What follows belongs to an exercise in optimizing a design on an open flow for small area, a short achievable clock period and few clock cycles per item; a production flow would make more cautious choices. Only simulation tests tie the RTL to the original design; equivalence was not proved.

===== design.v =====
module normalizer(clk,counter,in_norm,out_norm,e);
parameter n=8;
input [n-1:0]counter;
input clk;
input [n-1:0]in_norm;
output reg [n-1:0]out_norm;
output reg [n-1:0]e;
reg [n-1:0] a;
always@(*)
begin
		a=0;
		out_norm=0;
		if(in_norm[7]==1)
		begin
			out_norm =in_norm;
			a=0;
		end
		else if(in_norm[6]==1)
		begin
			out_norm ={in_norm[n-2:0],1'b0};
			a=-1;
		end
		else if(in_norm[5]==1)
		begin
			out_norm ={in_norm[n-3:0],{2{1'b0}}};
			a=-2;
		end
		else if(in_norm[4]==1)
		begin
			out_norm ={in_norm[n-4:0],{3{1'b0}}};
			a=-3;
		end
		else if(in_norm[3]==1)
		begin
			out_norm ={in_norm[n-5:0],{4{1'b0}}};
			a=-4;
		end
		else if(in_norm[2]==1)
		begin
			out_norm ={in_norm[n-6:0],{5{1'b0}}};
			a=-5;
		end
		else if(in_norm[1]==1)
		begin
			out_norm ={in_norm[n-7:0],{6{1'b0}}};
			a=-6;
		end
		else if(in_norm[0]==1)
		begin
			out_norm ={in_norm[0],{7{1'b0}}};
			a=-7;
		end
		e=a;
end
endmodule
module twos_comp(counter,b,x,clk);
parameter n=8;
input [n-1:0] b;
input [n-1:0]counter;
input clk;
output reg [n-1:0] x;
always@*
begin
	x=~b+1'b1;
end
endmodule
module multiplier(counter,t,clk,mul_in1,mul_in2,mul_out);
parameter n=8;
input clk;
input [n-1:0] counter;
input [2:0] t;
input [n-1:0] mul_in1;
input [n-1:0] mul_in2;
output reg [n-1:0] mul_out;   
reg [2*n-1:0] temp;
always@*
begin
	temp=mul_in1*mul_in2;
	mul_out=temp>>n;
end
endmodule
module Accumlator(in1_acc,in2_acc,out_acc,clk,counter,t);
parameter n=8;
input clk;
input [n-1:0] in1_acc,in2_acc,counter;
input [2:0] t;
output [n-1:0] out_acc;
reg [n-1:0] temp_acc;
assign out_acc= (counter==1<<t-1)?{1'b1,temp_acc[n-1:1]}:temp_acc;
always@(*)
begin
	temp_acc= in1_acc+in2_acc;
end
endmodule
module adder_1(in1_adder1,in2_adder1,out_adder1,counter,t);
parameter n=8;
input[n-1:0] in1_adder1,in2_adder1;
input [n-1:0] counter;
input [2:0] t;
output reg [n-1:0] out_adder1;
always@*
begin
	out_adder1=in2_adder1-in1_adder1;
end
endmodule
module adder_2(in1_adder2,in2_adder2,out_adder2,counter,t);
parameter n=8;
input[2*n-1:0] in1_adder2,in2_adder2;
input [n-1:0] counter;
input [2:0] t;
output reg [2*n-1:0] out_adder2;
always@*
begin
	out_adder2=in2_adder2+in1_adder2;
end
endmodule
module shifter_1(t,counter,shifter_1_in1,shifter_1_in2,shifter_1_out);
parameter n=8;
input [n-1:0] counter;
input [2:0] t;
input [n-1:0] shifter_1_in1;
input [n-1:0] shifter_1_in2;
output reg [2*n-1:0] shifter_1_out;
reg [2*n-1:0]temp_shifter_1;
always@(*)
begin
	if(shifter_1_in2[n-1]==0)
		temp_shifter_1=shifter_1_in1<<(shifter_1_in2);
	else
		temp_shifter_1=shifter_1_in1>>(256-shifter_1_in2);
	shifter_1_out=temp_shifter_1 ;
end
endmodule
module shifter_2(in1_shifter2,in2_shifter2,shifter2_out,t,counter);
parameter n=8;
input [n-1:0] counter;
input [2:0] t;
input [2*n-1:0] in1_shifter2;
input [n-1:0] in2_shifter2;
output reg [2*n-1:0] shifter2_out;
reg [2*n-1:0]temp_shifter2;
always@*
begin
	temp_shifter2 = in1_shifter2>>in2_shifter2;
	shifter2_out=temp_shifter2;
end
endmodule
module lut #(parameter n=8)(
input [2:0] t,
output reg [n-1:0] s
);
always@*
begin
			case(t)
				1: s=4;
				2: s=6;
				3: s=6;
				4: s=6;
				5: s=7;
				6: s=7;
				7: s=7;
				default:s=0;
			endcase
end
endmodule
module top(reset,clk,start,A,B,t,ready,done,Q,Qc);
parameter n=8;
input [n-1:0] A;
input [n-1:0] B;
input [2:0] t;
input reset,clk;
input start;
output wire ready;
output wire done;
output wire [2*n-1:0]Q;
output wire [2*n-1:0]Qc;
reg [n-1:0] counter;    
reg [n-1:0] A_r;
reg [n-1:0] B_r;
reg [2:0] t_r;
reg [n-1:0] temp_mul_out;
reg [n-1:0] temp_eb;
reg [n-1:0] temp_out_acc;
reg [n-1:0] temp_x;
wire [n-1:0]in_norm;
wire [n-1:0]out_norm;
wire [n-1:0]e;
wire [n-1:0] var_x;
wire [n-1:0] x_now;
wire [n-1:0] b;
wire [n-1:0] mul_in1;
wire [n-1:0] mul_in2;
wire [n-1:0] mul_out;
wire [n-1:0] in1_acc,in2_acc;
wire [n-1:0] out_acc;
wire [n-1:0] in1_adder1;
wire [n-1:0] in2_adder1;
wire [n-1:0] out_adder1;
wire [n-1:0] shifter_1_in1;
wire [n-1:0] shifter_1_in2;
wire [2*n-1:0] shifter_1_out;
wire [n-1:0] s;
wire [2*n-1:0] in1_shifter2;
wire [n-1:0] in2_shifter2;
wire [2*n-1:0] shifter2_out;
wire [2*n-1:0] in1_adder2,in2_adder2;
wire [2*n-1:0] out_adder2;
wire last = (counter==1<<t_r);
normalizer normalizer_uut(clk,counter,in_norm,out_norm,e);
twos_comp twos_comp_uut(counter,b,var_x,clk);
multiplier multiplier_uut(counter,t_r,clk,mul_in1,mul_in2,mul_out);
Accumlator Accumlator_uut(in1_acc,in2_acc,out_acc,clk,counter,t_r);
adder_1 adder_1_uut(in1_adder1,in2_adder1,out_adder1,counter,t_r);
shifter_1 shifter_1_uut(t_r,counter,shifter_1_in1,shifter_1_in2,shifter_1_out);
lut #(8) lut_dut(t_r,s);
shifter_2 shifter_2_uut(in1_shifter2,in2_shifter2,shifter2_out,t_r,counter);
adder_2 adder_2_uut(in1_adder2,in2_adder2,out_adder2,counter,t_r);
assign in_norm = (counter==1<<1)?B_r:A_r;
assign b = out_norm;
assign x_now = (counter==1<<1)?var_x:temp_x;
assign mul_in1 = last? temp_out_acc:x_now;
assign mul_in2 = last? out_norm:(counter==1<<1)?x_now:temp_mul_out;
assign in1_acc = mul_out;
assign in2_acc = (counter==1<<1)?x_now:temp_out_acc;
assign in2_adder1 = e;
assign in1_adder1 = temp_eb;
assign shifter_1_in1=mul_out;
assign shifter_1_in2=out_adder1;
assign in1_shifter2 = shifter_1_out;
assign in2_shifter2 = s;
assign in1_adder2 = shifter_1_out;
assign in2_adder2 = shifter2_out;
assign Q=shifter_1_out;
assign Qc=out_adder2;
assign done=last && (counter!=1);
assign ready=(counter==1);
always@(posedge clk or posedge reset)
begin
if (reset)
		counter<=8'd 1;
else begin
	if(counter==1) begin
		if(start)
			counter<='d 2;
	end
	else if(last)
		counter<='d 1;
	else
		counter <={counter[n-2:0],counter[n-1]};
end
end
always@(posedge clk)
begin
	if(counter==1 && start) begin
		A_r <= A;
		B_r <= B;
		t_r <= t;
	end
	temp_mul_out<= mul_out;   
	temp_out_acc<=out_acc;
	if(counter==1<<1) begin
		temp_eb <= e;
		temp_x <= var_x;
	end
end
endmodule

===== run.sh =====
#!/bin/bash
# synth_recipe.tcl (not shown) runs the flow's synth.tcl, then flattens the netlist and writes it again
# the make line also repeats each setting of config.mk as NAME=value (left out here)
make -C /OpenROAD-flow-scripts/flow DESIGN_CONFIG=/design/flow/config.mk WORK_HOME=/design/flow/orfs CLKGATE_MAP_FILE= SYNTH_SCRIPT=/design/flow/synth_recipe.tcl finish

===== config.mk =====
export PLATFORM = sky130hd
export DESIGN_NAME = top
export DESIGN_NICKNAME = top
export VERILOG_FILES = /design/flow/design.v
export SDC_FILE = /design/flow/constraint.sdc
export NUM_CORES = 4
export LEC_CHECK = 0
export CAP_MARGIN = 20
export CORE_MARGIN = 2
export CORE_UTILIZATION = 40
export SLEW_MARGIN = 20

===== constraint.sdc =====
create_clock -name core_clock -period 14.0 [get_ports {clk}]
set_input_delay 2.8000 -clock core_clock [delete_from_list [all_inputs] [get_ports {clk}]]
set_output_delay 2.8000 -clock core_clock [all_outputs]
set_load 0.01 [all_outputs]

==> flow_summary.toml <==
[run_status]
status = "timing/DRC/antenna clean"

[cells_and_area]
final_common_cell = "buf_4"
drive_gt1_share_pct = 22.9
diodes = 0
final_nets = 1320
nFillCells = 1988
area_growth_pct = 28.7
final_cell_mix = "147 x buf_4, 105 x nor2_1, 98 x nand2_1"
seqCellArea_um2 = 1380
post-route-cell-area_um2 = 10400
multi_input_area_um2 = 6520

[drt]
ant_nets = 0
vias = 8244
drt_iter0_drc = 575
vias_per_cell = 5.63
avgRoutedWirePerCell_um = 16.7
drc = 0
wl_mm = 24.5
dr.pass1.iters = 5

[critical_path]
cpPeakStageDelay_ns = 0.56
crit_required_ns = 11.20
end_kind = "output pin"
path_max_fanout = 6
crit_arrival_ns = 10.74
critical_path_class = "flop to output pin"
cpMaxStageDelayCell = "fa_1"
start_kind = "flop"

[cts]
clock_path_buffers = 2
cts_made_buffers = 5
cts.sinks = 55
cts_root_buf = "clkbuf_16"
path_clk_slew_ns = 0.08
clock_latency_ns = 0.31
cts_tree = "done"
htreeDepth = 2

[run]
cap_violations = 0

[placement]
post_dp_cell_area_um2 = 9790
io_buffers = 55
place_congestion = 0.938
place_ws_ns = -0.199
hpwl_mm = 19.2

[logic_synthesis]
synth.distinct_cells = 97
synth-edff-count = 23
yosys.area_share.simple_pct = 24.3
synth_area_per_cell_um2 = 7.96
synthCells = 1018
synth_xor_area_share_pct = 3.24
synth_top_family_by_area = "compound AO/OA/AOI/OAI gates"
synth-compound-area-share_pct = 25.0
ys_seq_elements = 55
synth_flop_cell = "dfxtp_1"
synth_area_um2 = 8110
ys_async_sr_fraction_pct = 14.5
synth_fp_nets = 1145
synth_seq_area_share_pct = 16.9
yosys.area_share.adder_pct = 19.8
ys_warn_count = 10
synth_mux_area_share_pct = 4.09

[global_route]
antenna_found_initial = 0
grt.total_usage_pct = 22.9
first_global_vias = 7949
grt_pass1_wl_mm = 39.9
grt_max_degree = 27
grt_overflow = 0

[die]
start_util_pct = 40.5
rows = 52
die_w_um = 146
die-area_um2 = 21400
io_pins = 56
die_y_um = 146
core_um2 = 20000

[timing]
slew_headroom_pct = 25.7
fmax_mhz = 73.8
worst_slew_pin_slew_ns = 1.11
finalMaxSlewViolations = 0
final.setup.worst_slack_ns = 0.457
setup_viol = 0
period_minus_slack_ns = 13.54
fin_crit_sh_pct = 96.7
hold_viol_final = 0
fin_worst_skew_ns = 0.00856

[hold_path]
min_path_type = "flop to flop"
repair_timing:
item / CTS / global route
cloned: 0 / 1
gates resized for setup: 21 / 85
hold buffers: 0 / 0
pin swaps: 4 / 29
endpoints found under the setup margin: 6 / 9
buffers inserted: 3 / 18
worst max-delay path, delay by kind of cell, from the launching register on:
family | cells | cell delay (ns)
AO/OA/AOI/OAI | 18 | 3.60
adder cells (fa/ha/maj) | 6 | 2.56
AND/OR/NAND/NOR | 9 | 1.83
buffers and inverters | 7 | 0.95
multiplexers | 2 | 0.87
flip-flops | 1 | 0.44
XOR/XNOR | 1 | 0.17
state kept, by name, summed over array words and instances (netlist names):
register / count
A_r: 8
B_r: 8
counter: 8
t_r: 3
temp_eb: 4
temp_mul_out: 8
temp_out_acc: 8
temp_x: 8
synthesized netlist by cell type, types with 20 or more instances:
library cell	number	share of area, %
inv_1	90	4.2
ha_1	66	10
a21oi_1	48	3.0
nor2_1	109	5.0
nand3_1	20	1.2
nand2_1	101	4.7
clkbuf_1	20	0.93
nand2b_1	34	2.6
edfxtp_1	23	8.5
o21ai_0	55	3.4
xnor2_1	24	2.6
dfxtp_1	24	5.9
and2_1	23	1.8
fa_1	39	9.6
path summary, 6_finish.rpt:
kind,from,to,slack [ns],cells past startpoint
max reg2reg,counter[7],temp_out_acc[6],5.11,36
min in group asynchronous,reset,counter[3],2.76,2
max in group asynchronous,reset,counter[0],10.95,2
max,counter[7],Qc[15],0.46,43
min reg2reg,temp_x[2],temp_x[2],0.45,2
min,temp_x[2],temp_x[2],0.45,2
stage by stage:
| step | utilization, % | hold WS [ns] | instances | TNS, ns |
|---|---|---|---|---|
| final | 52.1 | 0.453 | 1464 | 0 |
| after floorplan | - | 0.418 | 1018 | 0 |
| after global routing | 52.1 | 0.470 | 1464 | -0.0801 |
| after detailed placement | 48.9 | 0.442 | 1434 | -0.532 |
| after CTS | 50.0 | 0.458 | 1445 | 0 |
| after global placement | 48.9 | 0.428 | 1434 | -0.542 |
cells by family (layout without fill, tap and decap cells):
group | count (synthesis) | in the layout
flops | 55 | 55
simple gates | 389 | 389
buf+inv | 130 | 306
xor+xnor | 30 | 30
fa+ha+maj | 105 | 105
mux | 29 | 29
compound gates | 280 | 280
routing by layer:
layer | global-route usage (%) | part of all wire [%]
met5 | 0 | 0
met4 | 7.67 | 2.0
met3 | 2.59 | 5.5
met2 | 36.1 | 46
met1 | 32.7 | 46
area by class of cell:
class,count,share of cell area [%]
inverter,91,3.36
multi-input combinational,833,62.5
timing repair buffer,206,16.3
tap,270,3.24
clock inverter,3,0.216
clock buffer,5,1.20
timing repair inverter,1,0.0599
sequential,55,13.2
Testbench counts, summed over its fixed seeds: cycles 88,255, items 16,000.

[separate check: timing with driven ports]
The results above use ideal ports. As a check the final layout listed here was re-extracted and re-timed, cells and wires unchanged. Step 1: set_driving_cell puts a clkbuf_16 on clk and a buf_2 on each other input, an assumption about the parent block. Step 2 also shifts input and output timing later by t, the mid clock arrival at the registers, as if the neighbouring blocks saw the same clock. Three values: ideal, step 1, step 2; two values: the first two.
shift t [ns]: 0.356
setup slack, ns: 0.457 / 0.410 / 0.766
hold WS [ns]: 0.453 / 0.453 / 0.453
pins driven straight from the clock port: 1
After both steps this run still meets setup and hold. The setup slack of this run moves by -0.047 ns with the drivers and by +0.309 ns with both steps.
